Source: an optimization exercise on an open RTL-to-GDS flow (aim: small area, a short achievable clock period and few clock cycles per item). Production flows keep margins and buffers that such runs may drop.
Where RTL was checked, it was by simulation tests only, not by an equivalence proof against the original.
The clock port is modelled as an ideal driver; clocking choices that lean on that would not hold on a real chip.

==> module skinny_top, before the edit <==
module skinny_top (
    input               clock,
    input               reset,
    input               start,
    input [7:0]         input_plaintext,
    input [23:0]        input_tweakey,
    output              ready,
    output              done,
    output [127:0]      ciphertext
);
    reg [127:0] st;      
    reg [383:0] tk;      
    reg         loading;
    reg [3:0]   lcnt;
    reg         busy;
    reg [5:0]   rc;
    reg         done_r;
    reg         ready_r;
    reg         idle_n;      
    reg  [3:0]  bsel, isel;
    wire        go = loading & (lcnt == 4'd15);
    wire last = (rc == 6'h0A);    
    assign ready      = ready_r;
    assign done       = done_r;
    assign ciphertext = st;
    reg loading_n, busy_n;
    always @(*) begin
        loading_n = loading;
        busy_n    = busy;
        if (loading) begin
            if (lcnt == 4'd15) begin
                loading_n = 1'b0;
                busy_n    = 1'b1;
            end
        end else if (busy) begin
            if (last)
                busy_n = 1'b0;
        end else if (start) begin
            loading_n = 1'b1;
        end
    end
    always @(posedge clock or posedge reset) begin
        if (reset) begin
            loading <= 1'b0;
            lcnt    <= 4'd0;
            busy    <= 1'b0;
            rc      <= 6'd0;
            done_r  <= 1'b0;
            ready_r <= 1'b0;
            idle_n  <= 1'b1;
            bsel    <= 4'b0000;
            isel    <= 4'b1111;
        end else begin
            done_r  <= busy & last;
            loading <= loading_n;
            busy    <= busy_n;
            idle_n  <= ~busy_n;
            bsel    <= {4{go}} | (bsel & {4{~last}});
            isel    <= ~({4{go}} | (~isel & {4{~last}}));
            ready_r <= ~loading_n & ~busy_n;
            lcnt    <= loading ? lcnt + 4'd1 : 4'd1;
            rc      <= busy ? {rc[4:0], rc[5] ^ rc[4] ^ 1'b1} : 6'h01;
        end
    end
    wire [127:0] st_rnd = round(st, tk, rc);
    wire [383:0] tk_rnd = {tk_sched1(tk[383:256]), tk_sched2(tk[255:128]), tk_sched3(tk[127:0])};
    always @(posedge clock) begin
        st <= ({128{bsel[0]}} & st_rnd) | ({128{isel[0]}} & {st[119:0], input_plaintext});
        tk[383:256] <= ({128{bsel[1]}} & tk_rnd[383:256]) | ({128{isel[1]}} & tk[359:232]);
        tk[255:128] <= ({128{bsel[2]}} & tk_rnd[255:128]) | ({128{isel[2]}} & tk[231:104]);
        tk[127:0]   <= ({128{bsel[3]}} & tk_rnd[127:0])   | ({128{isel[3]}} & {tk[103:0], input_tweakey});
    end
    function [7:0] sbox;
        input [7:0] a;
        reg x0, x1, x2, x3, x4, x5, x6, x7;
        begin
            {x7, x6, x5, x4, x3, x2, x1, x0} = a;
            x0 = x0 ^ ~(x2 | x3);
            x4 = x4 ^ ~(x6 | x7);
            x5 = x5 ^ ~(x0 | x4);
            x6 = x6 ^ ~(x1 | x2);
            x7 = x7 ^ ~(x5 | x6);
            x1 = x1 ^ ~(x3 | x0);
            x2 = x2 ^ ~(x7 | x1);
            x3 = x3 ^ ~(x4 | x5);
            sbox = {x5, x4, x0, x3, x1, x6, x7, x2};
        end
    endfunction
    function [127:0] round;
        input [127:0] s;
        input [383:0] k;
        input [5:0]   c;
        reg [7:0] e [0:15];    
        reg [7:0] l [0:15];    
        reg [7:0] ne [0:15];
        reg [7:0] nl [0:15];
        reg x0, x1, x2, x3, x4, x5, x6, x7, y0, y1, y2;
        integer i;
        begin
            for (i = 0; i < 16; i = i + 1) begin
                {x7, x6, x5, x4, x3, x2, x1, x0} = s[127 - 8*i -: 8];
                x0 = x0 ^ ~(x2 | x3);
                x4 = x4 ^ ~(x6 | x7);
                x5 = x5 ^ ~(x0 | x4);
                x6 = x6 ^ ~(x1 | x2);
                y0 = ~(x5 | x6);           
                x1 = x1 ^ ~(x3 | x0);
                y1 = ~((x7 ^ y0) | x1);    
                y2 = ~(x4 | x5);           
                e[i] = {x5, x4, x0, x3, x1, x6, x7, x2};
                l[i] = {3'b0, y2, 2'b0, y0, y1};
            end
            e[0] = e[0] ^ {4'h0, c[3:0]};
            e[4] = e[4] ^ {6'h00, c[5:4]};
            e[8] = e[8] ^ 8'h02;
            for (i = 0; i < 8; i = i + 1)
                e[i] = e[i] ^ k[383 - 8*i -: 8] ^ k[255 - 8*i -: 8] ^ k[127 - 8*i -: 8];
            for (i = 0; i < 4; i = i + 1) begin
                ne[i]      = e[i];                   nl[i]      = l[i];
                ne[4 + i]  = e[4  + ((i + 3) % 4)];  nl[4 + i]  = l[4  + ((i + 3) % 4)];
                ne[8 + i]  = e[8  + ((i + 2) % 4)];  nl[8 + i]  = l[8  + ((i + 2) % 4)];
                ne[12 + i] = e[12 + ((i + 1) % 4)];  nl[12 + i] = l[12 + ((i + 1) % 4)];
            end
            for (i = 0; i < 4; i = i + 1) begin
                round[127 - 8*i -: 8]      = (nl[i] ^ nl[8+i]) ^ (nl[12+i] ^ (ne[i] ^ ne[8+i] ^ ne[12+i]));
                round[127 - 8*(4+i) -: 8]  = nl[i] ^ ne[i];
                round[127 - 8*(8+i) -: 8]  = (nl[4+i] ^ nl[8+i]) ^ (ne[4+i] ^ ne[8+i]);
                round[127 - 8*(12+i) -: 8] = (nl[i] ^ nl[8+i]) ^ (ne[i] ^ ne[8+i]);
            end
        end
    endfunction
    function [127:0] tk_perm;
        input [127:0] t;
        begin
            tk_perm = {t[55:48], t[7:0], t[63:56], t[23:16],
                       t[47:40], t[15:8], t[31:24], t[39:32],
                       t[127:64]};
        end
    endfunction
    function [127:0] tk_sched1;
        input [127:0] t;
        begin
            tk_sched1 = tk_perm(t);
        end
    endfunction
    function [127:0] tk_sched2;
        input [127:0] t;
        reg [127:0] p;
        integer i;
        begin
            p = tk_perm(t);
            for (i = 0; i < 8; i = i + 1)
                p[127 - 8*i -: 8] = {p[126 - 8*i -: 7], p[127 - 8*i] ^ p[125 - 8*i]};
            tk_sched2 = p;
        end
    endfunction
    function [127:0] tk_sched3;
        input [127:0] t;
        reg [127:0] p;
        integer i;
        begin
            p = tk_perm(t);
            for (i = 0; i < 8; i = i + 1)
                p[127 - 8*i -: 8] = {p[120 - 8*i] ^ p[126 - 8*i], p[127 - 8*i -: 7]};
            tk_sched3 = p;
        end
    endfunction
endmodule
==> flow/config.mk <==
export PLATFORM = sky130hd
export DESIGN_NAME = skinny_top
export DESIGN_NICKNAME = skinny_top
export VERILOG_FILES = /design/flow/design.v
export SDC_FILE = /design/flow/constraint.sdc
export NUM_CORES = 4
export LEC_CHECK = 0
export CAP_MARGIN = 20
export CORE_MARGIN = 2
export CORE_UTILIZATION = 55
export CTS_CLUSTER_DIAMETER = 120
export CTS_CLUSTER_SIZE = 24
export SLEW_MARGIN = 20
==> flow/constraint.sdc <==
create_clock -name core_clock -period 10.0 [get_ports {clock}]
set_input_delay 2.0000 -clock core_clock [delete_from_list [all_inputs] [get_ports {clock}]]
set_output_delay 2.0000 -clock core_clock [all_outputs]
set_load 0.01 [all_outputs]
standard.sh (not shown) runs the stock make flow with config.mk's settings and CLKGATE_MAP_FILE= SYNTH_SCRIPT=/design/flow/synth_recipe.tcl, a recipe that flattens the netlist after the stock synthesis.
==> flow/flow/run.sh <==
#!/bin/bash
# Standard ORFS layout (the standard.sh), with the resizer asked to aim for
# a setup slack margin of 6.9 ns, so it works the critical paths harder.
set -euo pipefail
bash standard.sh SETUP_SLACK_MARGIN=6.9 POST_CTS_TCL=$PWD/flow/rm_root.tcl finish > standard_flow.log 2>&1
==> flow/flow/rm_root.tcl <==
# After CTS: take out the root clock buffer, so the clock port drives the
# first level of the clock tree (2 buffers) directly. Every register's clock
# passes the same number of buffers as before.
set block [ord::get_db_block]
set root [$block findInst clkbuf_0_clock]
if { $root != "NULL" } {
  set in_net [[$root findITerm A] getNet]
  set out_net [[$root findITerm X] getNet]
  set loads {}
  foreach it [$out_net getITerms] {
    if { [$it getInst] != $root } { lappend loads $it }
  }
  if { [llength $loads] <= 4 } {
    foreach it $loads {
      $it disconnect
      $it connect $in_net
    }
    odb::dbInst_destroy $root
    odb::dbNet_destroy $out_net
    puts "rm_root: clock port now drives [llength $loads] clock buffers directly"
  } else {
    puts "rm_root: root buffer drives [llength $loads] cells, left in place"
  }
}
Rerun with:
--- a/flow/design.v
+++ b/flow/design.v
@@ -16,10 +16,8 @@
     reg [5:0]   rc;
     reg         done_r;
     reg         ready_r;
     reg         idle_n;      
-    reg  [3:0]  bsel, isel;
-    wire        go = loading & (lcnt == 4'd15);
     wire last = (rc == 6'h0A);    
     assign ready      = ready_r;
     assign done       = done_r;
     assign ciphertext = st;
@@ -47,29 +45,23 @@
             rc      <= 6'd0;
             done_r  <= 1'b0;
             ready_r <= 1'b0;
             idle_n  <= 1'b1;
-            bsel    <= 4'b0000;
-            isel    <= 4'b1111;
         end else begin
             done_r  <= busy & last;
             loading <= loading_n;
             busy    <= busy_n;
             idle_n  <= ~busy_n;
-            bsel    <= {4{go}} | (bsel & {4{~last}});
-            isel    <= ~({4{go}} | (~isel & {4{~last}}));
             ready_r <= ~loading_n & ~busy_n;
             lcnt    <= loading ? lcnt + 4'd1 : 4'd1;
             rc      <= busy ? {rc[4:0], rc[5] ^ rc[4] ^ 1'b1} : 6'h01;
         end
     end
     wire [127:0] st_rnd = round(st, tk, rc);
     wire [383:0] tk_rnd = {tk_sched1(tk[383:256]), tk_sched2(tk[255:128]), tk_sched3(tk[127:0])};
     always @(posedge clock) begin
-        st <= ({128{bsel[0]}} & st_rnd) | ({128{isel[0]}} & {st[119:0], input_plaintext});
-        tk[383:256] <= ({128{bsel[1]}} & tk_rnd[383:256]) | ({128{isel[1]}} & tk[359:232]);
-        tk[255:128] <= ({128{bsel[2]}} & tk_rnd[255:128]) | ({128{isel[2]}} & tk[231:104]);
-        tk[127:0]   <= ({128{bsel[3]}} & tk_rnd[127:0])   | ({128{isel[3]}} & {tk[103:0], input_tweakey});
+        st <= ({128{busy}} & st_rnd) | ({128{idle_n}} & {st[119:0], input_plaintext});
+        tk <= ({384{busy}} & tk_rnd) | ({384{idle_n}} & {tk[359:0], input_tweakey});
     end
     function [7:0] sbox;
         input [7:0] a;
         reg x0, x1, x2, x3, x4, x5, x6, x7;
After rerunning:
- The new run ran to the end with no violations
- clock skew hardly moves
- synthesized cell count barely changes
- cell area fell by a few percent
- die area fell slightly
- wire length rose slightly
Testbench counts after the change, summed over its fixed seeds: cycles 27,656, items 384.
No functional check of the RTL was part of the first run of this note.

==> port drivers added, routing unchanged <==
How much do the figures lean on ideal ports? The routed layouts below were timed once more, with nothing changed but the port constraints. Step 1 (the two cells are an assumption about what drives the block):
set clk [get_ports {clock}]
set_driving_cell -lib_cell sky130_fd_sc_hd__clkbuf_16 $clk
set_driving_cell -lib_cell sky130_fd_sc_hd__buf_2 [delete_from_list [all_inputs] $clk]
Step 2 adds t to the input delays and takes it off the output delays; t is the mean of the earliest and latest rising clock arrival at the registers after step 1. Input paths then give back, and output paths get back, about the clock's delay inside the block. Slacks: ideal ports / drivers / drivers and shift; pairs: ideal ports / drivers.
run | shift t [ns] | setup slack, ns | worst setup path after step 2 | latest minus earliest clock arrival (ns) | worst slew at a driven data input, ns
the first run | 0.528 | 6.992 / 6.920 / 6.896 | input, reset recovery | 0.021 / 0.022 | 0.05
the second run | 0.510 | 6.961 / 6.895 / 6.961 | register to register | 0.022 / 0.023 | 0.07
After both steps setup and hold are still met in every run listed. The setup slack of the first run, which loses most, moves by -0.072 ns with the drivers and by -0.096 ns with both steps. Setup slack includes reset recovery checks.
